This design comes from an exercise in tuning for small area and a short achievable clock period on the open sky130 flow, not from production work. In this exercise RTL edits were held to simulation tests only and were not proved equivalent to the original. Power is estimated from default activity; no workload was simulated.

**config.mk**
```make
export PLATFORM = sky130hd
export DESIGN_NAME = computation_module
export DESIGN_NICKNAME = computation_module
export VERILOG_FILES = /design/flow/design.v
export SDC_FILE = /design/flow/constraint.sdc
export NUM_CORES = 4
export LEC_CHECK = 0
export CAP_MARGIN = 20
export CORE_MARGIN = 2
export CORE_UTILIZATION = 40
export SETUP_SLACK_MARGIN = 5
export SLEW_MARGIN = 20
export SYNTH_HIERARCHICAL = 1
```
**constraint.sdc**
```tcl
create_clock -name core_clock -period 11.0 [get_ports {clk}]
set_input_delay 2.2000 -clock core_clock [delete_from_list [all_inputs] [get_ports {clk}]]
set_output_delay 2.2000 -clock core_clock [all_outputs]
set_load 0.01 [all_outputs]
```
**design.v**
```verilog
module mul8(a, b, p);
  input [7:0] a, b;
  output [7:0] p;
  assign p = a * b;
endmodule
module mul8cs(a, b, s, c);
  input [7:0] a, b;
  output [7:0] s, c;
  function [15:0] csa;   
    input [7:0] x, y, z;
    csa = {x ^ y ^ z, ((x & y) | (x & z) | (y & z)) << 1};
  endfunction
  wire [7:0] r0 = b[0] ? a : 8'd0;
  wire [7:0] r1 = b[1] ? {a[6:0], 1'b0} : 8'd0;
  wire [7:0] r2 = b[2] ? {a[5:0], 2'b0} : 8'd0;
  wire [7:0] r3 = b[3] ? {a[4:0], 3'b0} : 8'd0;
  wire [7:0] r4 = b[4] ? {a[3:0], 4'b0} : 8'd0;
  wire [7:0] r5 = b[5] ? {a[2:0], 5'b0} : 8'd0;
  wire [7:0] r6 = b[6] ? {a[1:0], 6'b0} : 8'd0;
  wire [7:0] r7 = b[7] ? {a[0], 7'b0} : 8'd0;
  wire [7:0] s1, c1, s2, c2, s3, c3, s4, c4, s5, c5;
  assign {s1, c1} = csa(r0, r1, r2);
  assign {s2, c2} = csa(r3, r4, r5);
  assign {s3, c3} = csa(r6, r7, s1);
  assign {s4, c4} = csa(c1, s2, c2);
  assign {s5, c5} = csa(s3, c3, s4);
  assign {s, c} = csa(s5, c5, c4);
endmodule
module vlate(a3, b31, x31, b32, x32, b33, s, c);
  input [7:0] a3, b31, x31, b32, x32, b33;
  output [7:0] s, c;
  function [15:0] csa;   
    input [7:0] x, y, z;
    csa = {x ^ y ^ z, ((x & y) | (x & z) | (y & z)) << 1};
  endfunction
  wire [7:0] r [0:23];
  genvar g;
  generate for (g = 0; g < 8; g = g + 1) begin: pp
    assign r[g]      = (a3  & {8{b31[g]}}) << g;
    assign r[g + 8]  = (x31 & {8{b32[g]}}) << g;
    assign r[g + 16] = (x32 & {8{b33[g]}}) << g;
  end endgenerate
  wire [7:0] l1 [0:15];
  generate for (g = 0; g < 8; g = g + 1) begin: L1
    assign {l1[2*g], l1[2*g+1]} = csa(r[3*g], r[3*g+1], r[3*g+2]);
  end endgenerate
  wire [7:0] l2 [0:10];
  generate for (g = 0; g < 5; g = g + 1) begin: L2
    assign {l2[2*g], l2[2*g+1]} = csa(l1[3*g], l1[3*g+1], l1[3*g+2]);
  end endgenerate
  assign l2[10] = l1[15];
  wire [7:0] l3 [0:7];
  generate for (g = 0; g < 3; g = g + 1) begin: L3
    assign {l3[2*g], l3[2*g+1]} = csa(l2[3*g], l2[3*g+1], l2[3*g+2]);
  end endgenerate
  assign l3[6] = l2[9]; assign l3[7] = l2[10];
  wire [7:0] l4 [0:5];
  generate for (g = 0; g < 2; g = g + 1) begin: L4
    assign {l4[2*g], l4[2*g+1]} = csa(l3[3*g], l3[3*g+1], l3[3*g+2]);
  end endgenerate
  assign l4[4] = l3[6]; assign l4[5] = l3[7];
  wire [7:0] l5 [0:3];
  generate for (g = 0; g < 2; g = g + 1) begin: L5
    assign {l5[2*g], l5[2*g+1]} = csa(l4[3*g], l4[3*g+1], l4[3*g+2]);
  end endgenerate
  wire [7:0] l6a, l6b;
  assign {l6a, l6b} = csa(l5[0], l5[1], l5[2]);
  assign {s, c} = csa(l6a, l6b, l5[3]);
endmodule
module sernext(p, a, b, y);
  input [7:0] p, a, b;
  output [7:0] y;
  assign y = p + a * b;
endmodule
module add3(x, y, z, o);
  input [7:0] x, y, z;
  output [7:0] o;
  function [15:0] csa;   
    input [7:0] x, y, z;
    csa = {x ^ y ^ z, ((x & y) | (x & z) | (y & z)) << 1};
  endfunction
  wire [7:0] s, c;
  assign {s, c} = csa(x, y, z);
  assign o = s + c;
endmodule
module sum9(v0, v1, v2, v3, v4, v5, v6, v7, v8, o);
  input [7:0] v0, v1, v2, v3, v4, v5, v6, v7, v8;
  output [7:0] o;
  function [15:0] csa;   
    input [7:0] x, y, z;
    csa = {x ^ y ^ z, ((x & y) | (x & z) | (y & z)) << 1};
  endfunction
  wire [7:0] s1, c1, s2, c2, s3, c3, s4, c4, s5, c5, s6, c6, s7, c7;
  assign {s1, c1} = csa(v0, v1, v2);
  assign {s2, c2} = csa(v3, v4, v5);
  assign {s3, c3} = csa(v6, v7, v8);
  assign {s4, c4} = csa(s1, c1, s2);
  assign {s5, c5} = csa(c2, s3, c3);
  assign {s6, c6} = csa(s4, c4, s5);
  assign {s7, c7} = csa(s6, c6, c5);
  assign o = s7 + c7;
endmodule
module red6(v0, v1, v2, v3, v4, v5, s, c);
  input [7:0] v0, v1, v2, v3, v4, v5;
  output [7:0] s, c;
  function [15:0] csa;   
    input [7:0] x, y, z;
    csa = {x ^ y ^ z, ((x & y) | (x & z) | (y & z)) << 1};
  endfunction
  wire [7:0] s1, c1, s2, c2, s3, c3;
  assign {s1, c1} = csa(v0, v1, v2);
  assign {s2, c2} = csa(v3, v4, v5);
  assign {s3, c3} = csa(s1, c1, s2);
  assign {s, c} = csa(s3, c3, c2);
endmodule
module computation_module(clk, rst, a_1, a_2, a_3, b_1, b_2, b_3, P1_en, P2_en, mux_reset, c_sel, sel_m, out);
  input clk, rst;
  input [7:0] a_1, a_2, a_3;
  input [7:0] b_1, b_2, b_3;
  input [1:0] sel_m;
  input mux_reset, P1_en;
  input [2:0] c_sel;
  input [1:0] P2_en;
  output reg [7:0] out;
  wire e_s = sel_m == 2'b01, e_3 = sel_m == 2'b10, e_2 = sel_m == 2'b11;
  reg [1:0] sd1, sd2, sd3;
  reg [7:0] X11, X12, X13, X21, X22, X23, X31, X32;
  reg [7:0] B11, B12, B13, B21, B22, B23, B31, B32, B33;
  reg [7:0] D11, D12, D21, D22;
  reg [7:0] PP21, PP22, PP23;
  reg [7:0] Rs, Q, Vs, Vc;
  reg [7:0] c0, c1, c2, c3, T;
  wire g3_1 = sd1 == 2'b10, g2_1 = sd1 == 2'b11;
  wire g3_2 = sd2 == 2'b10, g2_2 = sd2 == 2'b11;
  wire g3_3 = sd3 == 2'b10;
  wire [7:0] BB11 = g3_1 ? B11 : g2_1 ? D11 : 8'd0;
  wire [7:0] BB12 = g3_2 ? B12 : g2_2 ? D12 : 8'd0;
  wire [7:0] BB13 = g3_3 ? B13 : 8'd0;
  wire [7:0] BB21 = g3_1 ? B21 : g2_1 ? D21 : 8'd0;
  wire [7:0] BB22 = g3_2 ? B22 : g2_2 ? D22 : 8'd0;
  wire [7:0] BB23 = g3_3 ? B23 : 8'd0;
  wire [7:0] M11, M12, M13, M21s, M21c, M22s, M22c, M23s, M23c;
  mul8 u_m11(X11, BB11, M11);
  mul8 u_m12(X12, BB12, M12);
  mul8 u_m13(X13, BB13, M13);
  mul8cs u_m21(X21, BB21, M21s, M21c);
  mul8cs u_m22(X22, BB22, M22s, M22c);
  mul8cs u_m23(X23, BB23, M23s, M23c);
  wire [7:0] P3_21 = sd2[0] ? 8'd0 : PP21, P2_21 = sd2[0] ? PP21 : 8'd0;
  wire [7:0] P3_22 = sd3[0] ? 8'd0 : PP22, P2_22 = sd3[0] ? PP22 : 8'd0;
  wire [7:0] M3_21s = sd1[0] ? 8'd0 : M21s, M2_21s = sd1[0] ? M21s : 8'd0;
  wire [7:0] M3_21c = sd1[0] ? 8'd0 : M21c, M2_21c = sd1[0] ? M21c : 8'd0;
  wire [7:0] M3_22s = sd2[0] ? 8'd0 : M22s, M2_22s = sd2[0] ? M22s : 8'd0;
  wire [7:0] M3_22c = sd2[0] ? 8'd0 : M22c, M2_22c = sd2[0] ? M22c : 8'd0;
  wire [7:0] Qn, Ss, Sc;
  sum9 u_q(P3_21, P3_22, PP23, M3_21s, M3_21c, M3_22s, M3_22c, M23s, M23c, Qn);
  red6 u_s(P2_21, P2_22, M2_21s, M2_21c, M2_22s, M2_22c, Ss, Sc);
  wire [7:0] Bn31 = P1_en ? B21 : B31;
  wire [7:0] Bn32 = P1_en ? B22 : B32;
  wire [7:0] Bn33 = P1_en ? B23 : B33;
  wire [7:0] Bn31g = e_3 ? Bn31 : 8'd0;
  wire [7:0] X31g = g3_1 ? X31 : 8'd0;
  wire [7:0] X32g = g3_2 ? X32 : 8'd0;
  wire [7:0] Vsn, Vcn;
  vlate u_v(a_3, Bn31g, X31g, Bn32, X32g, Bn33, Vsn, Vcn);
  wire [7:0] b1s = e_s ? b_1 : 8'd0;
  wire [7:0] Rsn;
  sernext u_r(mux_reset ? 8'd0 : Rs, a_1, b1s, Rsn);
  reg [7:0] slot;
  always @(*) case (c_sel[1:0])
    2'd0: slot = c0; 2'd1: slot = c1; 2'd2: slot = c2; default: slot = c3;
  endcase
  wire [7:0] acc;
  add3 u_acc(slot, Ss, Sc, acc);
  always @(posedge clk or posedge rst) begin
    if (rst) begin
      sd1 <= 0; sd2 <= 0; sd3 <= 0;
      X11 <= 0; X12 <= 0; X13 <= 0; X21 <= 0; X22 <= 0; X23 <= 0; X31 <= 0; X32 <= 0;
      B11 <= 0; B12 <= 0; B13 <= 0; B21 <= 0; B22 <= 0; B23 <= 0; B31 <= 0; B32 <= 0; B33 <= 0;
      D11 <= 0; D12 <= 0; D21 <= 0; D22 <= 0;
      PP21 <= 0; PP22 <= 0; PP23 <= 0;
      Rs <= 0; Q <= 0; Vs <= 0; Vc <= 0;
      c0 <= 0; c1 <= 0; c2 <= 0; c3 <= 0; T <= 0;
    end else begin
      sd1 <= sel_m; sd2 <= sd1; sd3 <= sd2;
      X11 <= a_1; X12 <= X11; X13 <= X12;
      X21 <= a_2; X22 <= X21; X23 <= X22;
      X31 <= a_3; X32 <= X31;
      if (P1_en) begin
        B11 <= e_3 ? b_1 : 8'd0; B12 <= e_3 ? b_2 : 8'd0; B13 <= e_3 ? b_3 : 8'd0;
        B21 <= B11; B22 <= B12; B23 <= B13;
      end
      B31 <= Bn31; B32 <= Bn32; B33 <= Bn33;
      if (P2_en[0]) begin D11 <= e_2 ? b_1 : 8'd0; D12 <= e_2 ? b_2 : 8'd0; end
      if (P2_en[1]) begin D21 <= D11; D22 <= D12; end
      PP21 <= M11; PP22 <= M12; PP23 <= M13;
      Rs <= Rsn; Q <= Qn; Vs <= Vsn; Vc <= Vcn;
      if (c_sel[2]) begin
        T <= acc;
        case (c_sel[1:0])
          2'd0: c0 <= acc; 2'd1: c1 <= acc; 2'd2: c2 <= acc; default: c3 <= acc;
        endcase
      end else T <= 8'd0;
    end
  end
  wire [7:0] o3;
  add3 u_o3(Q, Vs, Vc, o3);
  always @(*) case (sel_m)
    2'b00: out = 8'd0;
    2'b01: out = Rs;
    2'b10: out = o3;
    default: out = T;
  endcase
endmodule
```
**flow/run.sh**
```bash
#!/bin/bash

set -euo pipefail
cd "$(dirname "$0")/.."
bash standard.sh ADDER_MAP_FILE= finish > standard_flow.log 2>&1
```
**standard.sh**
```bash
#!/bin/bash
# synth_recipe.tcl (not shown) runs the flow's synth.tcl, then flattens the netlist and writes it again
# the make line also repeats each setting of config.mk as NAME=value (left out here)
make -C /OpenROAD-flow-scripts/flow DESIGN_CONFIG=/design/flow/config.mk WORK_HOME=/design/flow/orfs CLKGATE_MAP_FILE= SYNTH_SCRIPT=/design/flow/synth_recipe.tcl "${@:-finish}"
```
==> results of run 1 <==
cell families (layout without fill, tap and decap cells):
family	after synthesis	after routing	share of synthesized area
mux	158	158	0.0724
fa+ha+maj	164	164	0.0677
simple gates	950	950	0.187
flops	270	270	0.266
compound gates	353	353	0.0966
xor+xnor	613	613	0.267
other cells	5	17	0.000740
buf+inv	199	212	0.0423
synthesized netlist by cell type (all sizes together) (9+ instances only):
library cell    n  share of area
o21a           10         0.0030
o211ai         12         0.0041
a22o           15         0.0052
maj3          164          0.068
and3           12         0.0032
nand2b         10         0.0025
xor3           32          0.030
a21oi          81          0.017
o31ai          11         0.0035
a31oi          15         0.0043
nor4           11         0.0033
mux2          106          0.047
xnor2         403           0.15
a32oi          10         0.0035
o22ai          54          0.013
clkbuf         37         0.0056
o21ai          62          0.012
xor2          133          0.047
nand2         430          0.066
mux2i          44          0.017
a21o            9         0.0027
nor3           21         0.0048
buf            98          0.027
xnor3          45          0.041
nor2b         124          0.031
nand4          15         0.0037
inv            64         0.0095
nor2          105          0.016
nand3          33         0.0067
and2          146          0.036
nand3b         11         0.0036
dfrtp         270           0.27
layout make-up:
cell class              count  area [sq um]  area share
repair buffers             87           842      0.0304
clock inverters            16           166     0.00600
inverters                  64           244     0.00879
well taps                 846          1060      0.0382
multi-input cells        2255         17700       0.638
clock buffers              45           963      0.0347
flip-flops and latches    270          6760       0.244
modules after synthesis, one instance, submodules excluded, excerpt:
module	cells inside	area, sq um	copies in the design	flip-flops and latches
sernext	199	1550	1	0
red6	82	930	1	0
mul8cs	126	875	3	0
sum9	216	1910	1	0
add3	72	569	2	0
computation_module	788	10600	1	270
mul8	135	1030	3	0
path summary, 6_finish.rpt:
path / end / cells past startpoint
setup / recovery: out[6] / 4
hold / removal: X32[5]$_DFF_PP0_ / 0
setup reg to reg: Q[7]$_DFF_PP0_ / 21
hold reg to reg: X32[5]$_DFF_PP0_ / 0
max in group asynchronous: sd1[0]$_DFF_PP0_ / 4
min in group asynchronous: X12[2]$_DFF_PP0_ / 2
where the power goes:
| part | total [mW] | leakage, nW | internal, mW | switching, mW |
|---|---|---|---|---|
| Clock | 1.14 | 0.549 | 0.672 | 0.465 |
| Combinational | 1.69 | 6.66 | 0.785 | 0.907 |
| Sequential | 1.28 | 3.43 | 1.15 | 0.129 |
| Total | 4.11 | 10.6 | 2.61 | 1.50 |
stage by stage:
| step | instance area [sq um] | utilization |
|---|---|---|
| 2_1_floorplan | 25400 | - |
| 3_3_place_gp | 26400 | 0.420 |
| 3_5_place_dp | 26400 | 0.420 |
| 4_1_cts | 27600 | 0.439 |
| 5_1_grt | 27700 | 0.441 |
| 6_report | 27700 | 0.441 |
routing by layer:
layer / share of wire / GRT usage / vias to the layer above
met5: 0 / 0 / -
met4: 0.023 / 0.0573 / 0
met3: 0.028 / 0.0195 / 74
met2: 0.50 / 0.348 / 331
met1: 0.45 / 0.256 / 9305
li1: - / - / 9237
repair_timing:
action | 4_1_cts | 5_1_grt
endpoints found under the setup margin | 43 | 28
gates resized for setup | 33 | 19
endpoints found under the hold margin | 0 | 0
hold buffers | 0 | 0
buffers inserted | 4 | 6
pin swaps | 0 | 2
worst max-delay path, delay by kind of cell:
kind	cells	cell delay (ns)
buffers and inverters	2	0.81
AOI/OAI and AO/OA	1	0.27
muxes	1	0.47
==> out/summary.md, run 1 <==
Each instance of the synthesized netlist takes up on average 9.35 sq um. For the remaining antenna violation count, the log shows 0. For the maximum number of buffers from clock root to sink, the log shows 3. The headroom to the max-slew limit came out at 0.333. The tightest hold path in the finished design has a slack of 0.369 ns. Clock latency on the worst-skew pair, taken at its later pin, is 0.55 ns.

The proportion of synthesized flip-flops having asynchronous set or reset is 1.00, and the total congestion overflow after global routing is 0. The clock transition at the registers of the reported paths is 0.05 ns, and the x dimension of the die is 256 microns. The final-report hold violation count is 0. The initialized floorplan defines 92 standard-cell rows. Wires add up to 65,900 microns.

After layout, the design draws a total of 4.11 mW. The first global-routing pass estimated 104,000 microns of wire. Warning count from the yosys run: 12. The routed via count came out at 18,900.

The worst register-to-register path begins at sd1[0]$_DFF_PP0_. Global-route total usage across every layer: 0.198. Clock tree synthesis selected as its root buffer the cell clkbuf_16. The synthesized design contains 0 enable-type register cells. In the final routed layout, each cell accounts on average for 18.4 microns. The netlist uses 103 different library cells. The number of global-route vias before repair was 18,900. The required time of the critical path was 8.80 ns. After synthesis the netlist holds a flip-flop and latch count of 270. Of all nets on the critical path, the largest fanout is 12.

The CTS sink count is 270, and the remaining design rule violation count is 0. The final cycle utilization of the critical path came out at 0.543. The count of buffers added on input and output ports is 66. Before antenna repair, the detailed router went through 5 iterations. Maximum operating frequency: 167 MHz. The number of antenna violations at the first check in global routing was 0.

The tools report the number of max-cap violations as 0. The half-perimeter wire length of the detailed placement result is 50,800 microns. The sequential-to-total area share from yosys stat was 0.266; the antenna diode count was 0. The library cell used most frequently in the layout, excluding fill and tap cells, is nand2_1. On the final layout, the worst clock skew is 0.0121 ns. Most frequently used flop master after synthesis: dfrtp_1. TritonCTS built the clock tree. The deepest level of the CTS H-tree was 2. The die footprint is 65,400 sq um.

The tools report the maximum vdd drop as 0.135 mV. The final RePlAce weighted congestion came out at 0.864. The most critical setup path has its startpoint at sel_m[0].

The detailed-route vias per instance was 5.29; the count of boundary I/O pins was 67. The nature of the critical path endpoint is an output port. For the cell count after synthesis, the log shows 2,712. For the starting density of the core, the log shows 0.403. The worst hold-check path type was flop to flop.

In this run the vertical extent of the chip is 256 microns. The tools report the iteration-0 DRC count of the detailed router as 877. The tools report the startpoint kind of the worst setup timing path as an input port. The number of pins exceeding their max-slew limit in the final report was 0. The kind of critical path was input port to output port. The power density relative to cell area is 148 nW/um^2, and the delay of the slowest cell on the worst path is 0.48 ns. The worst path meets setup with 5.03 ns of slack. The core region is 62,900 sq um.

In the final timing run, aggregate negative setup slack is 0 ns. OpenSTA, run right after detailed placement, puts the worst setup slack at 3.72 ns. The arrival time of data at the critical path endpoint was 3.77 ns; the measured slew at the worst slew-check pin was 1.00 ns. Relative to the synthesized area, the layout overhead comes to 9.40%. For the finished layout, the period the worst path requires is 5.97 ns. In this run the register-to-register setup slack is 5.21 ns.

The library cell contributing the largest single delay on the critical path is clkdlybuf4s50_1. Buffers inserted during clock tree synthesis total 35. After synthesis the cells add up to 25,400 sq um. Leaving out fill and tap cells, the most frequent cells in the layout are nand2_1 (411), xnor2_1 (373), dfrtp_1 (268). The largest net degree at the start of global routing came out at 79. Setup violations remaining at the end of the flow were counted as 0. Once layout is complete, the cells apart from fillers number 3,583. The flow ran to the end and the layout has no timing, DRC or antenna violations. The signal on the critical path passes through buf_2 -> mux2_2 -> a22o_1 -> clkdlybuf4s50_1. The number of fillers in the final layout was 6,090; the share of layout cells above drive strength 1 was 0.140. The beginning of the worst hold path is X31[5]$_DFF_PP0_. For this design the static power due to leakage is 10.6 nW.

Setup repair after global routing could not meet its margin everywhere. For the number of placed instances with taps included, the log shows 3,512. At the end of the flow, the number of nets in the layout was 2,772.
==> inputs of run 2 (changes only) <==
==> flow/run.sh (replaced) <==
#!/bin/bash
set -euo pipefail
cd "$(dirname "$0")/.."
bash standard.sh ADDER_MAP_FILE= "BUFFER_PORTS_ARGS=-buffer_cell sky130_fd_sc_hd__buf_4" finish > standard_flow.log 2>&1
==> out/summary.md, run 2 <==
The flow ran to the end and the layout has no timing, DRC or antenna violations. The tools report the deepest level of the CTS H-tree as 2 (unchanged). The power density relative to cell area works out to 151 nW/um^2 (was 148 nW/um^2). The length of the first detailed-routing pass in iterations came out at 5 (unchanged).

The final sum of negative setup slack is 0 ns (unchanged). The clock transition at the registers of the reported paths came out at 0.06 ns (was 0.05 ns). The tools report the number of buffers created by CTS as 34 (was 35). The most frequently used flop master after synthesis is dfrtp_1 (unchanged). The power after layout was 4.15 mW (was 4.11 mW). The tools report the number of cell rows as 92 (unchanged). The run gives 67 (unchanged) as the count of boundary I/O pins. The logs give 27,600 sq um (was 27,700 sq um) for the area of all placed cells without fillers and 3,568 (was 3,583) for the number of non-filler instances in the completed layout.

The total congestion overflow after global routing was 0 (unchanged). The logs give 65,400 sq um (unchanged) for the die footprint and 0 (unchanged) for the number of pins exceeding their max-slew limit in the final report. The headroom to the max-slew limit was 0.362 (was 0.333); the routed via count was 19,000 (was 18,900). The beginning of the worst hold path was X31[0]$_DFF_PP0_ (was X31[5]$_DFF_PP0_). The warning count from the yosys run came out at 12 (unchanged).

Worst hold-check path type: flop to flop (unchanged). The final RePlAce weighted congestion is 0.884 (was 0.864), and the number of fillers in the final layout is 6,070 (was 6,090). For the number of max-cap violations, the log shows 0 (unchanged).

The number of storage elements in the synthesis netlist was 270 (unchanged). The total number of nets in the final design is 2,758 (was 2,772). For the register-to-register setup slack, the log shows 5.30 ns (was 5.21 ns). The final critical path time including I/O delays and setup was 5.70 ns (was 5.97 ns); the final cycle utilization of the critical path was 0.518 (was 0.543).

Hold buffer count at cts: 0 (unchanged). Most used standard cell by instance count after synthesis: nand2_1 (unchanged). The logs give 62,900 sq um (unchanged) for the placeable core area and 5.30 ns (was 5.03 ns) for the final critical-path setup slack. The kind of critical path was flop to flop (was input port to output port). The worst clock skew on the final layout is 0.0251 ns (was 0.0121 ns), and the proportion of synthesized flip-flops having asynchronous set or reset is 1.00 (unchanged). The logs give 0.119 mV (was 0.135 mV) for the maximum vdd drop and 11.42 ns (was 8.80 ns) for the required time of the critical path. The most area-hungry cell type in the Yosys netlist was dfrtp_1 (unchanged).

Iteration-0 DRC count of the detailed router: 975 (was 877). Commonest cells in the netlist: nand2_1 (411), xnor2_1 (378), dfrtp_1 (270) (unchanged). The tools report the destination of the worst register-to-register timing path as Q[7]$_DFF_PP0_ (unchanged). Worst path cell trace: buf_12 -> mux2i_1 -> nor2b_2 -> nand2_1 -> maj3_1 -> maj3_1 -> xor2_1 -> nor2b_1 -> xor3_1 -> maj3_1 -> maj3_2 -> or3_1 -> o21ai_0 -> a21oi_2 -> xnor2_2 -> mux2i_1 -> a31oi_1 -> or4b_1 (was buf_2 -> mux2_2 -> a22o_1 -> clkdlybuf4s50_1). Nature of the critical path endpoint: a flop (was an output port).

The detailed-route vias per instance was 5.34 (was 5.29); the number of flops mapped to enable cells by yosys was 0 (unchanged). For the CTS sink count, the log shows 270 (unchanged). For the global-route wire length before repair, the log shows 103,000 microns (was 104,000 microns). Setup repair after global routing could not meet its margin everywhere. The total wire length after detailed routing was 64,900 microns (was 65,900 microns).

The maximum operating frequency was 175 MHz (was 167 MHz). The leading cell type in the layout, fill and taps excluded was nand2_1 (unchanged). Worst min-delay path endpoint: X32[0]$_DFF_PP0_ (was X32[5]$_DFF_PP0_). Delay of the slowest cell on the worst path: 0.44 ns (was 0.48 ns). The area of placed instances came out at 26,200 sq um (was 26,400 sq um).

The run gives 4.38 ns (was 3.72 ns) as the setup slack at placement. The library cell contributing the largest single delay on the critical path was or4b_1 (was clkdlybuf4s50_1). The area taken by multi-input logic gates is 17,700 sq um (about the same), and the share of layout cells above drive strength 1 is 0.161 (was 0.140). Average instance area after synthesis: 9.35 sq um (unchanged). The number of antenna violations at the first check in global routing is 0 (unchanged), and the remaining design rule violation count is 0 (unchanged).

Measured slew at the worst slew-check pin: 0.956 ns (was 1.00 ns). The area of all sequential standard cells was 6760 sq um (about the same); the global-route total usage across every layer was 0.197 (was 0.198). Top library cells by usage in the layout, fill and taps aside: nand2_1 (411), xnor2_1 (369), dfrtp_1 (267) (was nand2_1 (411), xnor2_1 (373), dfrtp_1 (268)). The run gives 0 (unchanged) as the final-report hold violation count. The starting density of the core came out at 0.403 (unchanged). Area contributors post-synth: dfrtp_1 (27%), xnor2_1 (13%), nand2_1 (6.1%), mux2_2 (4.7%), xor2_1 (4.5%) (unchanged). The distinct cell type count after synthesis came out at 103 (unchanged).

The most numerous cell type found on the critical path is maj3_1. The wire length per cell works out to 18.2 microns (was 18.4 microns). The cell depth of the worst min-delay path was 0 (unchanged).

Startpoint kind of the worst setup timing path: a flop (was an input port). The tools report the mapped cell area as 25,400 sq um (unchanged). The number of cells traversed by the worst register-to-register path works out to 18 (was 21). The tools report the half-perimeter wire length of the detailed placement result as 50,400 microns (was 50,800 microns). TritonCTS built the clock tree.

The worst hold margin was 0.362 ns (was 0.369 ns); the x dimension of the die was 256 microns (unchanged). The largest fanout on the critical path works out to 50 (was 12). The die span in y is 256 microns (unchanged), and the area overhead of the layout relative to synthesis is 8.71% (was 9.40%). The arrival time of data at the critical path endpoint came out at 6.12 ns (was 3.77 ns). The number of global-route vias before repair is 18,900 (about the same), and the leakage component of the power is 10.7 nW (was 10.6 nW). The number of placed instances with taps included was 3,509 (was 3,512); the largest net degree at the start of global routing was 152 (was 79).

The final setup violation count was 0 (unchanged); the share of the synthesized area in the top cell type was 0.266 (unchanged). The tools report the sequential-to-total area share from yosys stat as 0.266 (unchanged). The launch point of the worst reg-to-reg path is sd1[0]$_DFF_PP0_ (unchanged).

The logs give 0.439 (was 0.441) for the core occupancy in the finished layout and 0 (unchanged) for the remaining antenna violation count. The clock latency of the later-clocked register in the worst-skew pair was 0.56 ns (was 0.55 ns). The run gives 2,712 (unchanged) as the cell count after synthesis. The tools report the maximum number of buffers from clock root to sink as 3 (unchanged). The total of buffers placed on input and output ports is 66 (unchanged). Clock root buffer master: clkbuf_16 (unchanged).
run 2: cell counts after synthesis:
Identical to the previous run, type by type.
run 2: cell families (layout without fill, tap and decap cells):
logic type,count (synthesis),count (layout),synth area share
compound gates,353,353,0.0966
fa+ha+maj,164,164,0.0677
simple gates,950,950,0.187
other cells,5,18,0.000740
flops,270,270,0.266
mux,158,158,0.0724
buf+inv,199,196,0.0423
xor+xnor,613,613,0.267
run 2: layout make-up:
cell class              count  share of cell area
clock inverters            17             0.00858
clock buffers              41              0.0336
flip-flops and latches    270               0.245
inverters                  64             0.00885
diodes                      1           0.0000908
multi-input cells        2255               0.644
repair buffers             74              0.0216
well taps                 846              0.0384
run 2: worst max-delay path, delay by kind of cell (launching register included):
kind | cells | cell delay [ns]
flip-flops | 1 | 0.37
AND/OR/NAND/NOR | 5 | 1.56
XOR/XNOR | 3 | 1.05
multiplexers | 2 | 0.27
buffers and inverters | 1 | 0.27
adder cells (fa/ha/maj) | 4 | 1.57
AO/OA/AOI/OAI | 3 | 0.45
run 2: how the worst max path moves through the flow:
stage / from / endpoint / slack [ns] / cells after the start
after floorplan: P1_en / Vc[7]$_DFF_PP0_ / 5.20 / 14
after global placement: sel_m[0] / Vs[7]$_DFF_PP0_ / 4.42 / 15
after detailed placement: sel_m[0] / Vc[7]$_DFF_PP0_ / 4.38 / 14
after CTS: sd1[0]$_DFF_PP0_ / Q[7]$_DFF_PP0_ / 5.02 / 18
after global routing: sd2[0]$_DFF_PP0_ / Q[7]$_DFF_PP0_ / 4.98 / 20
final: sd1[0]$_DFF_PP0_ / Q[7]$_DFF_PP0_ / 5.30 / 18
run 2: timing repair:
action                     4_1_cts  5_1_grt
setup endpoints to repair       23       27
resized for setup               13       37
buffers inserted                 0        0
run 2: metal layers:
metal / up-vias / part of all wire / track usage
li1: 9222 / - / -
met1: 9268 / 0.44 / 0.251
met3: 126 / 0.043 / 0.0289
met2: 424 / 0.48 / 0.336
met4: 0 / 0.038 / 0.0786
met5: - / 0 / 0
run 2: power breakdown:
part / switching [mW] / leakage [nW] / internal, mW / total [mW]
logic: 0.921 / 6.69 / 0.778 / 1.70
clock network: 0.466 / 0.565 / 0.702 / 1.17
registers: 0.128 / 3.43 / 1.15 / 1.28
run 2: Yosys stat by module (local to each module, per instance):
module | cell area [sq um] | cells inside
computation_module | 10600 | 788
mul8cs | 875 | 126
add3 | 569 | 72
sum9 | 1910 | 216
sernext | 1550 | 199
vlate | 3510 | 500
mul8 | 1030 | 135
red6 | 930 | 82
==> inputs of run 3 (changes only) <==
--- a/config.mk
+++ b/config.mk
@@ -5,6 +5,7 @@
 export SDC_FILE = /design/flow/constraint.sdc
 export NUM_CORES = 4
 export LEC_CHECK = 0
+export ABC_AREA = 1
 export CAP_MARGIN = 20
 export CORE_MARGIN = 2
 export CORE_UTILIZATION = 40
==> out/summary.md, run 3 <==
The simple-gate portion of the synthesized area was 0.506 (was 0.187). The final setup violation count is 0 (unchanged), and the half-perimeter wire length of the detailed placement result is 60,700 microns (was 50,400 microns). Kind of critical path: input port to output port (was flop to flop). The arrival time of data at the critical path endpoint is 3.65 ns (was 6.12 ns).

The critical path's top delay family was buffers and inverters (was adder cells). The leakage component of the power is 17.6 nW (was 10.7 nW). The post-synthesis compound-gate area fraction was 0.0616 (was 0.0966). The number of storage elements in the synthesis netlist came out at 270 (unchanged).

The run gives 126,000 microns (was 103,000 microns) as the global-route wire length before repair. Number of flops mapped to enable cells by yosys: 0 (unchanged). The share of layout cells above drive strength 1 works out to 0.125 (was 0.161). The total wire length after detailed routing is 75,400 microns (was 64,900 microns), and the x dimension of the die is 271 microns (was 256 microns).

Startpoint kind of the worst setup timing path: an input port (was a flop). Largest family of logic cells by synthesized area: simple AND/OR/NAND/NOR gates (was XOR/XNOR gates). The core occupancy in the finished layout is 0.435 (was 0.439), and the final critical path time including I/O delays and setup is 5.85 ns (was 5.70 ns). The run finished with no timing, DRC or antenna violations. The tools report the number of setup buffers added after CTS as 0 (unchanged). The tools report the routed via count as 27,900 (was 19,000).

Die span in y: 271 microns (was 256 microns). The final-report hold violation count is 0 (unchanged), and the final RePlAce weighted congestion is 0.868 (was 0.884). The portion of netlist area occupied by mux cells was 0 (was 0.0724). The maximum vdd drop came out at 0.0945 mV (was 0.119 mV).

The required time of the critical path was 8.80 ns (was 11.42 ns); the remaining design rule violation count was 0 (unchanged). CTS sink count: 270 (unchanged). For the headroom to the max-slew limit, the log shows 0.270 (was 0.362). For the remaining antenna violation count, the log shows 0 (unchanged). The detailed-route vias per instance is 4.74 (was 5.34). The proportion of synthesized flip-flops having asynchronous set or reset was 1.00 (unchanged); the delay of the slowest cell on the worst path was 0.74 ns (was 0.44 ns). The area of all sequential standard cells is 6760 sq um (about the same), and the number of placed instances with taps included is 5,829 (was 3,509).

The starting density of the core was 0.402 (was 0.403). Top library cells by usage in the layout, fill and taps aside: nand2_1 (2,004), inv_1 (785), nand3_1 (508) (was nand2_1 (411), xnor2_1 (369), dfrtp_1 (267)). For the sequential-to-total area share from yosys stat, the log shows 0.236 (was 0.266).

Setup repair after global routing left no endpoint under its margin. Area contributors post-synth: nand2_1 (26%), dfrtp_1 (24%), inv_1 (10%), nand3_1 (8.9%), nand2_2 (4.0%) (was dfrtp_1 (27%), xnor2_1 (13%), nand2_1 (6.1%), mux2_2 (4.7%), xor2_1 (4.5%)). The nature of the critical path endpoint is an output port (was a flop). For the warning count from the yosys run, the log shows 12 (unchanged). The leading cell type in the layout, fill and taps excluded was nand2_1 (unchanged). The mapped cell area is 28,600 sq um (was 25,400 sq um). The area overhead of the layout relative to synthesis is 8.07% (was 8.71%), and the worst clock skew on the final layout is 0.0316 ns (was 0.0251 ns). Largest net degree at the start of global routing: 141 (was 152). The post-synthesis xor/xnor area fraction works out to 0.0620 (was 0.267). The power density relative to cell area works out to 116 nW/um^2 (was 151 nW/um^2). Global-route total usage across every layer: 0.206 (was 0.197).

Worst path cell trace: buf_4 -> nand2_1 -> inv_1 -> nand2_1 -> nand3_1 -> buf_4 (was buf_12 -> mux2i_1 -> nor2b_2 -> nand2_1 -> maj3_1 -> maj3_1 -> xor2_1 -> nor2b_1 -> xor3_1 -> maj3_1 -> maj3_2 -> or3_1 -> o21ai_0 -> a21oi_2 -> xnor2_2 -> mux2i_1 -> a31oi_1 -> or4b_1). The number of fillers in the final layout was 7,701 (was 6,070); the number of buffers created by CTS was 30 (was 34). Most area-hungry cell type in the Yosys netlist: nand2_1 (was dfrtp_1). The final cycle utilization of the critical path was 0.532 (was 0.518); the measured slew at the worst slew-check pin was 1.10 ns (was 0.956 ns). The run gives 67 (unchanged) as the count of boundary I/O pins.

Commonest cells in the netlist: nand2_1 (2,007), inv_1 (786), nand3_1 (508) (was nand2_1 (411), xnor2_1 (378), dfrtp_1 (270)). The average instance area after synthesis is 5.85 sq um (was 9.35 sq um). The tools report the clock root buffer master as clkbuf_16 (unchanged). The total of buffers placed on input and output ports was 66 (unchanged).

The run gives 0.60 ns (was 0.56 ns) as the clock latency of the later-clocked register in the worst-skew pair. The logs give 5,887 (was 3,568) for the number of non-filler instances in the completed layout and 71,100 sq um (was 62,900 sq um) for the placeable core area. The total congestion overflow after global routing is 0 (unchanged). The share of the synthesized area in the top cell type is 0.263 (was 0.266), and the iteration-0 DRC count of the detailed router is 1,601 (was 975). The wire length per cell is 12.8 microns (was 18.2 microns), and the number of global-route vias before repair is 25,700 (was 18,900). The length of the first detailed-routing pass in iterations is 5 (unchanged), and the combined buffer and inverter count along the critical path is 3 (was 1). For the maximum operating frequency, the log shows 171 MHz (was 175 MHz). The number of max-cap violations is 0 (unchanged). The most frequently used flop master after synthesis is dfrtp_1 (unchanged).

The number of antenna violations at the first check in global routing was 1 (was 0); the clock transition at the registers of the reported paths was 0.06 ns (about the same). The post-synthesis adder-cell area fraction came out at 0 (was 0.0677). For the final sum of negative setup slack, the log shows 0 ns (unchanged). For the number of pins exceeding their max-slew limit in the final report, the log shows 0 (unchanged). TritonCTS built the clock tree. Library cell contributing the largest single delay on the critical path: inv_1 (was or4b_1).

The most used standard cell by instance count after synthesis was nand2_1 (unchanged). The area taken by multi-input logic gates was 18,200 sq um (was 17,700 sq um); the die footprint was 73,700 sq um (was 65,400 sq um). The number of cell rows is 98 (was 92), and the cell count after synthesis is 4,894 (was 2,712). The maximum number of buffers from clock root to sink is 3 (unchanged). Worst hold-check path type: flop to flop (unchanged). For the distinct cell type count after synthesis, the log shows 50 (was 103). The largest fanout on the critical path was 24 (was 50); the deepest level of the CTS H-tree was 1 (was 2).

The total number of nets in the final design is 4,971 (was 2,758).
run 3: changes by cell type in the layout (fill, tap and decap cells not counted), moves of 120 or more:
| cell | before | now |
|---|---|---|
| inv_1 | 63 | 785 |
| xnor2_1 | 369 | 59 |
| nand2_1 | 411 | 2004 |
| nand2_2 | 17 | 187 |
| and2_1 | 141 | 0 |
| nand3_1 | 32 | 508 |
| nor2_1 | 100 | 220 |
run 3: cell type report:
type                            count  area share
Antenna cell                        1   0.0000809
Clock inverter                     18     0.00522
Clock buffer                       38      0.0276
Multi-Input combinational cell   3694       0.589
Timing Repair Buffer               79      0.0195
Tap cell                          950      0.0384
Sequential cell                   270       0.219
Inverter                          837       0.102
run 3: routing by layer:
layer,part of all wire,track usage,vias to the layer above
li1,-,-,15000
met1,0.47,0.269,12400
met2,0.48,0.372,359
met3,0.029,0.0165,81
met4,0.016,0.0382,2
met5,0.00021,0,-
run 3: modules after synthesis (local to each module, per instance):
module	flip-flops and latches	cells	copies in the design
mul8cs	0	238	3
red6	0	297	1
computation_module	270	1116	1
mul8	0	250	3
sum9	0	533	1
sernext	0	304	1
add3	0	138	2
vlate	0	904	1
run 3: metrics by stage:
stage / hold WS [ns] / setup WS [ns] / power, mW / instance area (sq um)
after floorplan: 0.349 / 5.23 / 2.24 / 28700
after global placement: 0.356 / 4.97 / 2.55 / 29800
after detailed placement: 0.363 / 4.83 / 2.56 / 29800
after CTS: 0.377 / 5.11 / 3.62 / 30800
after global routing: 0.380 / 5.03 / 3.88 / 30900
final: 0.377 / 5.15 / 3.59 / 30900
run 3: worst reg2reg max path, stage by stage, from the launching register on:
cell and delay (ns):
dfrtp_1 0.61, inv_1 0.17, nand2_1 0.31, nor2_1 0.91
nand2_1 0.17, o21ai_1 0.21, nand4_1 0.21, nand2_1 0.15
xor2_1 0.22, xor2_1 0.34, inv_1 0.07, nand2_1 0.10
nand2_1 0.05, nand2_1 0.08, nand3_1 0.10, nand3_1 0.09
nand2_1 0.11, nand2_1 0.09, nand3_2 0.11, inv_1 0.09
nand3_1 0.10, nand3_1 0.11, nand3_2 0.09, nand2_2 0.10
nor2_2 0.05, a21oi_2 0.13, xor2_1 0.37
run 3: cell families (layout without fill, tap and decap cells):
family / Yosys count / count (layout)
AO/OA/AOI/OAI: 309 / 309
XOR/XNOR: 180 / 180
buffers and inverters: 942 / 972
flip-flops: 270 / 270
other: 5 / 18
AND/OR/NAND/NOR: 3188 / 3188
run 3: path summary, 6_finish.rpt:
path	from	end	slack [ns]	depth (start not counted)
worst max-delay path	sel_m[0]	out[6]	5.15	6
worst min-delay path	X31[2]$_DFF_PP0_	X32[2]$_DFF_PP0_	0.38	0
worst max register to register	sd3[0]$_DFF_PP0_	Q[5]$_DFF_PP0_	5.72	26
worst min register to register	X31[2]$_DFF_PP0_	X32[2]$_DFF_PP0_	0.38	0
max in group asynchronous	rst	Rs[5]$_DFF_PP0_	7.68	4
min in group asynchronous	rst	B12[2]$_DFFE_PP0P_	1.78	3
run 3: timing repair:
item / CTS / global route
hold buffers: 0 / 0
resized for setup: 0 / 21
setup endpoints to repair: 0 / 35
run 3: power breakdown:
group	total, mW	internal, mW	switching [mW]
registers	1.23	1.13	0.102
logic	1.32	0.436	0.885
clock network	1.04	0.579	0.457
total	3.59	2.15	1.44
==> inputs of run 4 (changes only) <==
--- a/config.mk
+++ b/config.mk
@@ -8,7 +8,7 @@
 export ABC_AREA = 1
 export CAP_MARGIN = 20
 export CORE_MARGIN = 2
-export CORE_UTILIZATION = 40
+export CORE_UTILIZATION = 60
 export SETUP_SLACK_MARGIN = 5
 export SLEW_MARGIN = 20
 export SYNTH_HIERARCHICAL = 1
==> out/summary.md, run 4 <==
The remaining design rule violation count was 0 (unchanged); the headroom to the max-slew limit was 0.301 (was 0.270). The delay of the slowest cell on the worst path came out at 0.33 ns (was 0.74 ns). Setup repair after global routing left no endpoint under its margin. The run gives 4,894 (unchanged) as the cell count after synthesis. The area overhead of the layout relative to synthesis was 6.88% (was 8.07%). The die footprint came out at 49,500 sq um (was 73,700 sq um). Distinct cell type count after synthesis: 50 (unchanged).

The final critical path time including I/O delays and setup works out to 5.45 ns (was 5.85 ns). The library cell contributing the largest single delay on the critical path was inv_1 (unchanged). The tools report the global-route wire length before repair as 121,000 microns (was 126,000 microns). Area contributors post-synth: nand2_1 (26%), dfrtp_1 (24%), inv_1 (10%), nand3_1 (8.9%), nand2_2 (4.0%) (unchanged).

The global-route total usage across every layer was 0.296 (was 0.206); the sequential-to-total area share from yosys stat was 0.236 (unchanged). Hold buffer count at cts: 0 (unchanged). The number of storage elements in the synthesis netlist works out to 270 (unchanged). The most area-hungry cell type in the Yosys netlist is nand2_1 (unchanged).

The tools report the mapped cell area as 28,600 sq um (unchanged). The tools report the startpoint kind of the worst setup timing path as an input port (unchanged). The placeable core area is 47,400 sq um (was 71,100 sq um), and the x dimension of the die is 222 microns (was 271 microns).

The post-synthesis adder-cell area fraction came out at 0 (unchanged). The half-perimeter wire length of the detailed placement result came out at 57,900 microns (was 60,700 microns). For the CTS sink count, the log shows 270 (unchanged). The tools report the maximum number of buffers from clock root to sink as 3 (unchanged). The most frequently used flop master after synthesis is dfrtp_1 (unchanged). Commonest cells in the netlist: nand2_1 (2,007), inv_1 (786), nand3_1 (508) (unchanged). The leading cell type in the layout, fill and taps excluded was nand2_1 (unchanged). The combined buffer and inverter count along the critical path was 4 (was 3); the total congestion overflow after global routing was 0 (unchanged). The die span in y is 222 microns (was 271 microns). The share of the synthesized area in the top cell type was 0.263 (unchanged); the proportion of synthesized flip-flops having asynchronous set or reset was 1.00 (unchanged). The tools report the total wire length after detailed routing as 72,400 microns (was 75,400 microns). The clock latency of the later-clocked register in the worst-skew pair came out at 0.59 ns (was 0.60 ns). Critical path's top delay family: buffers and inverters (unchanged). The largest fanout on the critical path was 9 (was 24). Most used standard cell by instance count after synthesis: nand2_1 (unchanged).

Top library cells by usage in the layout, fill and taps aside: nand2_1 (2,005), inv_1 (785), nand3_1 (508) (was nand2_1 (2,004), inv_1 (785), nand3_1 (508)). The number of global-route vias before repair was 25,600 (was 25,700); the clock transition at the registers of the reported paths was 0.06 ns (about the same). The simple-gate portion of the synthesized area was 0.506 (unchanged). The required time of the critical path is 8.80 ns (about the same), and the iteration-0 DRC count of the detailed router is 1,804 (was 1,601). The measured slew at the worst slew-check pin was 1.05 ns (was 1.10 ns). The maximum operating frequency was 184 MHz (was 171 MHz).

The kind of critical path is input port to output port (unchanged). The warning count from the yosys run is 12 (unchanged), and the starting density of the core is 0.603 (was 0.402). The power density relative to cell area came out at 120 nW/um^2 (was 116 nW/um^2).

The arrival time of data at the critical path endpoint is 3.25 ns (was 3.65 ns), and the number of cell rows is 80 (was 98). The final setup violation count is 0 (unchanged). The post-synthesis compound-gate area fraction came out at 0.0616 (unchanged).

Share of layout cells above drive strength 1: 0.124 (was 0.125). The tools report the worst clock skew on the final layout as 0.0385 ns (was 0.0316 ns). The maximum vdd drop is 0.149 mV (was 0.0945 mV). The count of boundary I/O pins came out at 67 (unchanged). The portion of netlist area occupied by mux cells is 0 (unchanged), and the post-synthesis xor/xnor area fraction is 0.0620 (unchanged). The logs give 0 (unchanged) for the final-report hold violation count and 0 (unchanged) for the remaining antenna violation count. The leakage component of the power was 17.7 nW (was 17.6 nW).

The tools report the number of antenna violations at the first check in global routing as 0 (was 1). The largest net degree at the start of global routing was 162 (was 141). The number of flops mapped to enable cells by yosys came out at 0 (unchanged). The tools report the nature of the critical path endpoint as an output port (unchanged). The largest family of logic cells by synthesized area was simple AND/OR/NAND/NOR gates (unchanged). The logs give 0.645 (was 0.435) for the core occupancy in the finished layout and 31 (was 30) for the number of buffers created by CTS. The routed via count came out at 28,100 (was 27,900).

TritonCTS built the clock tree. The total number of nets in the final design is 4,976 (was 4,971), and the final RePlAce weighted congestion is 0.910 (was 0.868). The final cycle utilization of the critical path is 0.495 (was 0.532). The run gives 0 (unchanged) as the number of max-cap violations. The run gives 5 (unchanged) as the length of the first detailed-routing pass in iterations.

The run finished with no timing, DRC or antenna violations. The final sum of negative setup slack is 0 ns (unchanged), and the wire length per cell is 13.0 microns (was 12.8 microns). The clock root buffer master is clkbuf_16 (unchanged). The total of buffers placed on input and output ports is 66 (unchanged). Worst path cell trace: buf_4 -> inv_1 -> nand2_1 -> inv_1 -> nand2_1 -> nand3_1 -> buf_4 (was buf_4 -> nand2_1 -> inv_1 -> nand2_1 -> nand3_1 -> buf_4).

The average instance area after synthesis is 5.85 sq um (unchanged). The deepest level of the CTS H-tree was 1 (unchanged); the detailed-route vias per instance was 5.06 (was 4.74). Worst hold-check path type: flop to flop (unchanged). The run gives 0 (unchanged) as the number of pins exceeding their max-slew limit in the final report.
-- run 4: cell counts after synthesis --
No cell type changed its count.
-- run 4: cell families after synthesis --
kind of cell,after synthesis
simple gates,3188
buf+inv,942
compound gates,309
flops,270
xor+xnor,180
other cells,5
-- run 4: final timing paths --
path	from	to	slack (ns)	depth (start not counted)
max	sel_m[1]	out[1]	5.55	7
min	X31[0]$_DFF_PP0_	X32[0]$_DFF_PP0_	0.37	0
max reg2reg	sd1[0]$_DFF_PP0_	Q[5]$_DFF_PP0_	5.63	30
min reg2reg	X31[0]$_DFF_PP0_	X32[0]$_DFF_PP0_	0.37	0
max in group asynchronous	rst	c1[6]$_DFFE_PP0P_	8.01	3
min in group asynchronous	rst	D12[5]$_DFFE_PP0P_	1.71	2
-- run 4: area by class of cell --
class	count	area, sq um
fillers	4672	16900
repair buffers	83	637
well taps	615	769
clock buffers	49	953
inverters	837	3150
multi-input cells	3694	18200
diodes	1	2.50
clock inverters	9	135
flip-flops and latches	270	6760
-- run 4: worst register-to-register path: cells and delay by family (launching register included) --
family / cells / cell delay (ns)
DFF: 1 / 0.36
and+or+nand+nor: 16 / 1.94
xor gates and xnor gates: 3 / 1.08
buffers and inverters: 7 / 0.99
AOI/OAI and AO/OA: 4 / 0.82
-- run 4: power by group --
group          switching, mW  internal [mW]
Combinational          0.917          0.437
Clock                  0.431          0.662
Sequential            0.0928           1.13
Total                   1.44           2.23
-- run 4: metal layers --
layer | track usage | wire [microns]
met1 | 0.392 | 33400
met2 | 0.521 | 34200
met3 | 0.0231 | 2810
met4 | 0.0825 | 1920
met5 | 0 | 0
-- run 4: per-stage QoR --
step / hold slack [ns] / area, sq um / instances / power, mW / worst slack (ns)
after CTS: 0.373 / 30500 / 5555 / 3.67 / 5.01
final: 0.372 / 30600 / 5558 / 3.67 / 5.55
after detailed placement: 0.359 / 29400 / 5497 / 2.57 / 4.82
after floorplan: 0.349 / 28700 / 4906 / 2.24 / 5.23
after global placement: 0.355 / 29400 / 5497 / 2.55 / 4.86
after global routing: 0.392 / 30600 / 5557 / 3.93 / 5.01
-- run 4: modules after synthesis (local to each module, per instance), a selection --
module,flip-flops and latches,times used,cells
vlate,0,1,904
sum9,0,1,533
sernext,0,1,304
red6,0,1,297
mul8,0,3,250
mul8cs,0,3,238
add3,0,2,138
-- run 4: timing repair --
item	in CTS	in global routing
gates resized for setup	0	17
endpoints found under the setup margin	0	34
setup buffers	0	0
==> inputs of run 5 (changes only) <==
--- a/config.mk
+++ b/config.mk
@@ -5,7 +5,6 @@
 export SDC_FILE = /design/flow/constraint.sdc
 export NUM_CORES = 4
 export LEC_CHECK = 0
-export ABC_AREA = 1
 export CAP_MARGIN = 20
 export CORE_MARGIN = 2
 export CORE_UTILIZATION = 60
==> out/summary.md, run 5 <==
The total congestion overflow after global routing is 0 (unchanged). For the headroom to the max-slew limit, the log shows 0.373 (was 0.301). The deepest level of the CTS H-tree came out at 1 (unchanged).

The number of antenna violations at the first check in global routing is 2 (was 0), and the number of pins exceeding their max-slew limit in the final report is 0 (unchanged). The tools report the die footprint as 43,900 sq um (was 49,500 sq um). The core occupancy in the finished layout is 0.647 (was 0.645).

The worst hold-check path type is flop to flop (unchanged). The run gives 0.314 (was 0.334) as the sequential group share of total power. The clock transition at the registers of the reported paths is 0.06 ns (about the same), and the total wire length after detailed routing is 62,500 microns (was 72,400 microns).

The placeable core area was 41,900 sq um (was 47,400 sq um). The clock root buffer master was clkbuf_16 (unchanged). Area contributors post-synth: dfrtp_1 (27%), xnor2_1 (13%), nand2_1 (6.1%), mux2_2 (4.7%), xor2_1 (4.5%) (was nand2_1 (26%), dfrtp_1 (24%), inv_1 (10%), nand3_1 (8.9%), nand2_2 (4.0%)). The share of layout cells above drive strength 1 was 0.158 (was 0.124); the mapped cell area was 25,400 sq um (was 28,600 sq um). The power density relative to cell area works out to 151 nW/um^2 (was 120 nW/um^2). The leakage component of the power came out at 10.6 nW (was 17.7 nW). The share of total power consumed by net switching works out to 0.364 (was 0.392). Top library cells by usage in the layout, fill and taps aside: nand2_1 (411), xnor2_1 (373), dfrtp_1 (268) (was nand2_1 (2,005), inv_1 (785), nand3_1 (508)).

Commonest cells in the netlist: nand2_1 (411), xnor2_1 (378), dfrtp_1 (270) (was nand2_1 (2,007), inv_1 (786), nand3_1 (508)). The number of flops mapped to enable cells by yosys is 0 (unchanged), and the total number of nets in the final design is 2,757 (was 4,976). The global-route wire length before repair came out at 99,400 microns (was 121,000 microns).

The run gives 18,300 (was 25,600) as the number of global-route vias before repair. The run gives 1.49 mW (was 1.44 mW) as the switching power total. The internal cell power is 2.59 mW (was 2.23 mW).

The most used standard cell by instance count after synthesis was nand2_1 (unchanged). For the required time of the critical path, the log shows 11.43 ns (was 8.80 ns). The number of fillers in the final layout was 3,500 (was 4,672).

The tools report the count of boundary I/O pins as 67 (unchanged). Most frequently used flop master after synthesis: dfrtp_1 (unchanged). The final sum of negative setup slack was 0 ns (unchanged). The hold buffer count at cts came out at 0 (unchanged).

The share of the synthesized area in the top cell type was 0.266 (was 0.263). The largest net degree at the start of global routing came out at 189 (was 162). The delay of the slowest cell on the worst path was 0.47 ns (was 0.33 ns); the largest fanout on the critical path was 17 (was 9).

The cell that appears most often on the critical path is xnor2_1. Final critical path time including I/O delays and setup: 5.70 ns (was 5.45 ns). The number of storage elements in the synthesis netlist works out to 270 (unchanged). Setup repair after global routing could not meet its margin everywhere. The leading cell type in the layout, fill and taps excluded is nand2_1 (unchanged). The total of buffers placed on input and output ports came out at 66 (unchanged).

The routed via count was 18,900 (was 28,100); the worst clock skew on the final layout was 0.0150 ns (was 0.0385 ns). The run gives 270 (unchanged) as the CTS sink count. The detailed-route vias per instance was 5.79 (was 5.06); the average instance area after synthesis was 9.35 sq um (was 5.85 sq um).

The length of the first detailed-routing pass in iterations is 5 (unchanged). The tools report the remaining design rule violation count as 0 (unchanged). Worst path cell trace: buf_4 -> nor2b_4 -> and2_1 -> nand2_1 -> xor2_1 -> xnor2_1 -> xor2_1 -> xnor2_1 -> xnor2_1 -> xnor3_1 -> xnor3_2 -> maj3_2 -> maj3_2 -> a211o_1 -> a21oi_2 -> xnor2_2 -> mux2i_1 -> a31oi_1 -> or4b_1 (was buf_4 -> inv_1 -> nand2_1 -> inv_1 -> nand2_1 -> nand3_1 -> buf_4). Startpoint kind of the worst setup timing path: a flop (was an input port). The measured slew at the worst slew-check pin was 0.939 ns (was 1.05 ns); the global-route total usage across every layer was 0.284 (was 0.296). The clock latency of the later-clocked register in the worst-skew pair is 0.58 ns (was 0.59 ns), and the area of all sequential standard cells is 6760 sq um (about the same). The number of setup buffers added after CTS is 0 (unchanged), and the maximum vdd drop is 0.150 mV (was 0.149 mV).

The x dimension of the die was 210 microns (was 222 microns). TritonCTS built the clock tree. The logs give 0.867 (was 0.910) for the final RePlAce weighted congestion and 175 MHz (was 184 MHz) for the maximum operating frequency. Proportion of synthesized flip-flops having asynchronous set or reset: 1.00 (unchanged).

The logs give 0 (unchanged) for the final-report hold violation count and 0.266 (was 0.236) for the sequential-to-total area share from yosys stat. The logs give 0.418 (was 0.369) for the share of total power in combinational logic and 3 (unchanged) for the maximum number of buffers from clock root to sink. Kind of critical path: flop to flop (was input port to output port). The tools report the cell count after synthesis as 2,712 (was 4,894).

The tools report the antenna diode count as 0 (was 1). The nature of the critical path endpoint is a flop (was an output port). The final setup violation count is 0 (unchanged). The number of buffers created by CTS was 31 (unchanged). The final cycle utilization of the critical path was 0.518 (was 0.495); the starting density of the core was 0.606 (was 0.603). Iteration-0 DRC count of the detailed router: 1,128 (was 1,804). The tools report the remaining antenna violation count as 0 (unchanged).

The warning count from the yosys run was 12 (unchanged). The half-perimeter wire length of the detailed placement result was 47,800 microns (was 57,900 microns); the number of max-cap violations was 0 (unchanged). The most area-hungry cell type in the Yosys netlist was dfrtp_1 (was nand2_1). Arrival time of data at the critical path endpoint: 6.13 ns (was 3.25 ns). The distinct cell type count after synthesis was 103 (was 50); the wire length per cell was 19.2 microns (was 13.0 microns).

The area overhead of the layout relative to synthesis works out to 6.78% (was 6.88%). The area taken by multi-input logic gates was 17,700 sq um (was 18,200 sq um). The tools report the number of cell rows as 75 (was 80).

The run finished with no timing, DRC or antenna violations. Critical path's top delay family: XOR/XNOR gates (was buffers and inverters). The library cell contributing the largest single delay on the critical path is xnor3_1 (was inv_1).

The share of power burned in the clock network is 0.269 (was 0.298), and the combined buffer and inverter count along the critical path is 1 (was 4). Die span in y: 210 microns (was 222 microns).
## run 5: changes by cell type after synthesis, sizes merged, moves of 30 or more
cell   change
nor2b    +124
nand3    -594
xnor3     +42
mux2     +106
nor2     -148
inv      -761
xnor2    +341
and2     +146
maj3     +164
xor3      +32
nand2   -1773
nand4     -30
o21ai    -111
mux2i     +44
## run 5: cell type report
cell class | count | area share
Clock buffer | 44 | 0.0323
Sequential cell | 270 | 0.250
Clock inverter | 12 | 0.00739
Timing Repair Buffer | 76 | 0.0230
Tap cell | 539 | 0.0249
Multi-Input combinational cell | 2255 | 0.654
Inverter | 64 | 0.00901
## run 5: Yosys stat by module (local to each module, per instance)
| module | copies in the design | area, sq um |
|---|---|---|
| sum9 | 1 | 1910 |
| vlate | 1 | 3510 |
| sernext | 1 | 1550 |
| mul8 | 3 | 1030 |
| add3 | 2 | 569 |
| computation_module | 1 | 10600 |
| red6 | 1 | 930 |
| mul8cs | 3 | 875 |
## run 5: cells by family after synthesis
group | count (synthesis) | synth area share
and+or+nand+nor | 950 | 0.187
xor gates and xnor gates | 613 | 0.267
AOI/OAI and AO/OA | 353 | 0.0966
DFF | 270 | 0.266
buffers and inverters | 199 | 0.0423
adders and majority gates | 164 | 0.0677
muxes | 158 | 0.0724
other | 5 | 0.000740
## run 5: worst register-to-register path, stage by stage, from the launching register on
cell and delay, ns:
dfrtp_1 0.36, buf_4 0.21, nor2b_4 0.28, and2_1 0.39, nand2_1 0.15, xor2_1 0.19, xnor2_1 0.43, xor2_1 0.15
xnor2_1 0.26, xnor2_1 0.19, xnor3_1 0.47, xnor3_2 0.42, maj3_2 0.36, maj3_2 0.32, a211o_1 0.30, a21oi_2 0.18
xnor2_2 0.20, mux2i_1 0.12, a31oi_1 0.15, or4b_1 0.45
## run 5: timing repair
item                       in CTS  in global routing
pin swaps                       0                  0
setup endpoints to repair      20                 20
resized for setup              10                 31
gates cloned                    0                  0
## run 5: final timing paths
| path | start | end | slack (ns) | cells past startpoint |
|---|---|---|---|---|
| worst max-delay path | sd3[0]$_DFF_PP0_ | Q[7]$_DFF_PP0_ | 5.30 | 19 |
| worst min-delay path | X31[2]$_DFF_PP0_ | X32[2]$_DFF_PP0_ | 0.39 | 0 |
| worst max register to register | sd3[0]$_DFF_PP0_ | Q[7]$_DFF_PP0_ | 5.30 | 19 |
| worst min register to register | X31[2]$_DFF_PP0_ | X32[2]$_DFF_PP0_ | 0.39 | 0 |
| max in group asynchronous | rst | c3[7]$_DFFE_PP0P_ | 7.69 | 4 |
| min in group asynchronous | rst | D21[6]$_DFFE_PP0P_ | 1.81 | 2 |
## run 5: through the flow
| stage | instance area (sq um) | total power, mW | hold WS [ns] | setup slack [ns] | cells |
|---|---|---|---|---|---|
| floorplan | 25400 | 2.55 | 0.346 | 5.20 | 2724 |
| global placement | 25800 | 2.94 | 0.386 | 4.52 | 3203 |
| detailed placement | 25800 | 2.98 | 0.373 | 4.47 | 3203 |
| CTS | 26900 | 4.10 | 0.386 | 5.05 | 3259 |
| global route | 27100 | 4.30 | 0.402 | 4.99 | 3260 |
| finish | 27100 | 4.08 | 0.390 | 5.30 | 3260 |
## run 5: power groups by stage
stage               logic (mW)  clock network, mW  registers (mW)
global placement          1.65                  0            1.29
finish                    1.71               1.10            1.28
global route              1.85               1.16            1.30
floorplan                 1.32                  0            1.23
detailed placement        1.68                  0            1.29
CTS                       1.70               1.11            1.28
## run 5: metal layers
| metal | vias to the layer above | global-route usage | part of all wire |
|---|---|---|---|
| met1 | 9257 | 0.397 | 0.47 |
| met2 | 348 | 0.483 | 0.47 |
| met4 | 0 | 0.0594 | 0.021 |
| li1 | 9210 | - | - |
| met5 | - | 0 | 0 |
| met3 | 63 | 0.0295 | 0.034 |
==> inputs of run 6 (changes only) <==
--- a/config.mk
+++ b/config.mk
@@ -10,4 +10,3 @@
 export CORE_UTILIZATION = 60
 export SETUP_SLACK_MARGIN = 5
 export SLEW_MARGIN = 20
-export SYNTH_HIERARCHICAL = 1
==> out/summary.md, run 6 <==
The sequential group share of total power is 0.344 (was 0.314). Area contributors post-synth: dfrtp_1 (28%), xnor2_1 (16%), nand2_1 (7.9%), xor2_1 (5.3%), maj3_1 (5.0%) (was dfrtp_1 (27%), xnor2_1 (13%), nand2_1 (6.1%), mux2_2 (4.7%), xor2_1 (4.5%)). Final RePlAce weighted congestion: 0.905 (was 0.867). The clock transition at the registers of the reported paths came out at 0.06 ns (about the same). For the deepest level of the CTS H-tree, the log shows 2 (was 1).

Setup repair after global routing could not meet its margin everywhere. The final cycle utilization of the critical path works out to 0.536 (was 0.518). The startpoint kind of the worst setup timing path was a flop (unchanged).

The run gives 3.70 ns (was 6.13 ns) as the arrival time of data at the critical path endpoint. The most used standard cell by instance count after synthesis was nand2_1 (unchanged). The worst clock skew on the final layout is 0.0286 ns (was 0.0150 ns). Nature of the critical path endpoint: an output port (was a flop). Final sum of negative setup slack: 0 ns (unchanged). The launch point of the worst reg-to-reg path is sd1[0]$_DFF_PP0_ (was sd3[0]$_DFF_PP0_). The global-route total usage across every layer was 0.320 (was 0.284).

The number of placed instances with taps included was 3,328 (was 3,203). The final critical-path setup slack is 5.10 ns (was 5.30 ns). The total number of cells along the worst setup path came out at 16 (was 19).

The half-perimeter wire length of the detailed placement result was 49,900 microns (was 47,800 microns). TritonCTS built the clock tree. The cell count after synthesis was 2,859 (was 2,712). Worst path cell trace: nand2_1 -> a21oi_1 -> maj3_2 -> or2_2 -> o21a_1 -> a22oi_2 -> nor2b_4 -> o21ai_1 -> nor2_1 -> a21oi_1 -> o221ai_1 -> a21oi_1 -> xnor2_1 -> mux2_4 -> a22o_1 -> buf_4 (was buf_4 -> nor2b_4 -> and2_1 -> nand2_1 -> xor2_1 -> xnor2_1 -> xor2_1 -> xnor2_1 -> xnor2_1 -> xnor3_1 -> xnor3_2 -> maj3_2 -> maj3_2 -> a211o_1 -> a21oi_2 -> xnor2_2 -> mux2i_1 -> a31oi_1 -> or4b_1). The library cell contributing the largest single delay on the critical path is dfrtp_1 (was xnor3_1). The logs give 0 (unchanged) for the final setup violation count and 0.337 (was 0.418) for the share of total power in combinational logic. The run gives 94 (was 103) as the distinct cell type count after synthesis. The number of non-filler instances in the completed layout came out at 3,393 (was 3,260). The share of the synthesized area in the top cell type is 0.281 (was 0.266), and the iteration-0 DRC count of the detailed router is 1,406 (was 1,128).

The run gives 8.80 ns (was 11.43 ns) as the required time of the critical path. The most area-hungry cell type in the Yosys netlist is dfrtp_1 (unchanged). The x dimension of the die came out at 203 microns (was 210 microns). Most frequent cell on the critical path: a21oi_1 (was xnor2_1).

Number of fillers in the final layout: 3,316 (was 3,500). The power density relative to cell area came out at 144 nW/um^2 (was 151 nW/um^2). Share of total power consumed by net switching: 0.357 (was 0.364). The global-route wire length before repair is 105,000 microns (was 99,400 microns). Top library cells by usage in the layout, fill and taps aside: nand2_1 (497), xnor2_1 (430), dfrtp_1 (265) (was nand2_1 (411), xnor2_1 (373), dfrtp_1 (268)).

For the maximum number of buffers from clock root to sink, the log shows 3 (unchanged). The CTS sink count is 267 (was 270), and the remaining antenna violation count is 0 (unchanged). The number of storage elements in the synthesis netlist is 267 (was 270). The total of buffers placed on input and output ports is 66 (unchanged). The tools report the number of cell rows as 72 (was 75). The tools report the number of antenna violations at the first check in global routing as 1 (was 2). The die footprint was 41,200 sq um (was 43,900 sq um); the area overhead of the layout relative to synthesis was 8.42% (was 6.78%).

The kind of critical path is flop to output port (was flop to flop). The count of boundary I/O pins came out at 67 (unchanged). For the total congestion overflow after global routing, the log shows 0 (unchanged).

The logs give 0 (unchanged) for the remaining design rule violation count and 0 (unchanged) for the number of max-cap violations. The measured slew at the worst slew-check pin came out at 0.931 ns (was 0.939 ns). The combined buffer and inverter count along the critical path was 1 (unchanged); the warning count from the yosys run was 6 (was 12).

The number of buffers created by CTS was 35 (was 31). The tools report the clock latency of the later-clocked register in the worst-skew pair as 0.56 ns (was 0.58 ns). Termination of the worst setup path: out[6] (was Q[7]$_DFF_PP0_). The die span in y was 203 microns (was 210 microns). Leading cell type in the layout, fill and taps excluded: nand2_1 (unchanged).

Delay of the slowest cell on the worst path: 0.38 ns (was 0.47 ns). The run finished with no timing, DRC or antenna violations. The logs give 0 (unchanged) for the hold buffer count at cts and 65,400 microns (was 62,500 microns) for the total wire length after detailed routing.

The tools report the clock root buffer master as clkbuf_16 (unchanged). The destination of the worst register-to-register timing path is Q[7]$_DFF_PP0_ (unchanged). The placeable core area is 38,800 sq um (was 41,900 sq um). The run gives 75 (was 189) as the largest net degree at the start of global routing. Headroom to the max-slew limit: 0.373 (about the same).

The leakage component of the power is 9.92 nW (was 10.6 nW), and the sequential-to-total area share from yosys stat is 0.281 (was 0.266).
run 6: cell count changes in the layout (fill, tap and decap cells not counted), sizes merged, moves of 23 or more:
cell	delta
nand2	+67
xor3	-25
and2	-109
mux2	-33
nand3	+75
xnor2	+33
maj3	-42
and3	+23
xnor3	-25
o22ai	-36
nor2	+116
o21ai	+101
nor2b	-90
run 6: routing by layer:
layer,GRT usage,vias to the layer above,part of all wire
li1,-,9709,-
met1,0.431,9814,0.44
met2,0.541,667,0.47
met3,0.0392,109,0.061
met4,0.0965,0,0.025
met5,0,-,0
run 6: power groups by stage:
stage | logic [mW] | registers, mW | clock network [mW]
3_3_place_gp | 1.19 | 1.28 | 0
4_1_cts | 1.24 | 1.27 | 1.20
2_1_floorplan | 0.980 | 1.21 | 0
3_5_place_dp | 1.22 | 1.29 | 0
6_report | 1.25 | 1.27 | 1.18
5_1_grt | 1.37 | 1.29 | 1.24
run 6: what timing repair did:
item,in CTS,in global routing
setup buffers,1,1
setup endpoints to repair,2,20
resized for setup,4,12
gates cloned,0,0
pin swaps,0,1
run 6: area by class of cell:
class / instances / area [sq um] / share of cell area
timing repair buffer: 80 / 616 / 0.0239
inverter: 89 / 338 / 0.0131
tap: 518 / 648 / 0.0252
clock inverter: 18 / 214 / 0.00831
multi-input combinational: 2376 / 16300 / 0.632
sequential: 267 / 6690 / 0.260
clock buffer: 45 / 983 / 0.0382
run 6: worst min-delay path by stage:
| stage | startpoint | end | slack, ns | depth (start not counted) |
|---|---|---|---|---|
| finish | X22[7]$_DFF_PP0_ | X23[7]$_DFF_PP0_ | 0.40 | 0 |
| global route | X22[7]$_DFF_PP0_ | X23[7]$_DFF_PP0_ | 0.41 | 0 |
| CTS | X22[7]$_DFF_PP0_ | X23[7]$_DFF_PP0_ | 0.40 | 0 |
| detailed placement | X22[7]$_DFF_PP0_ | X23[7]$_DFF_PP0_ | 0.38 | 0 |
| global placement | X22[7]$_DFF_PP0_ | X23[7]$_DFF_PP0_ | 0.38 | 0 |
| floorplan | X21[2]$_DFF_PP0_ | X22[2]$_DFF_PP0_ | 0.35 | 0 |
run 6: through the flow:
step / utilization / instance area (sq um)
6_report: 0.663 / 25800
5_1_grt: 0.663 / 25800
4_1_cts: 0.662 / 25700
3_5_place_dp: 0.630 / 24500
3_3_place_gp: 0.630 / 24500
2_1_floorplan: - / 23800
run 6: cell families after synthesis:
group	after synthesis	share of synthesized area
xor+xnor	608	0.243
mux	130	0.0643
fa+ha+maj	122	0.0516
flops	267	0.281
buf+inv	216	0.0361
simple gates	1065	0.201
compound gates	451	0.123

## afterwards: timing with drivers on the ports
The results above use ideal ports. As a check the final layouts listed here were re-extracted and re-timed, cells and wires unchanged. Step 1 assumes that a clkbuf_16 drives the clock port and a buf_2 every other input. Step 2 adds t to the input delays and takes it off the output delays; t is the mean of the earliest and latest rising clock arrival at the registers after step 1. Input paths then give back, and output paths get back, about the clock's delay inside the block. a / b / c = ideal / step 1 / step 2; a / b = the first two.
| run | t, ns | setup WS [ns] | worst setup path after step 2 |
|---|---|---|---|
| run 1 | 0.608 | 5.027 / 5.004 / 4.670 | input to register |
| run 2 | 0.608 | 5.299 / 5.299 / 4.776 | input to register |
| run 3 | 0.637 | 5.146 / 5.117 / 4.954 | input to register |
| run 4 | 0.631 | 5.551 / 5.530 / 4.963 | input to register |
| run 5 | 0.619 | 5.299 / 5.299 / 4.719 | input to register |
| run 6 | 0.610 | 5.100 / 5.039 / 4.698 | input to register |
After both steps every run listed still meets setup and hold. For run 4, which loses most, drivers alone change the setup slack by -0.021 ns; drivers and shift together by -0.588 ns.
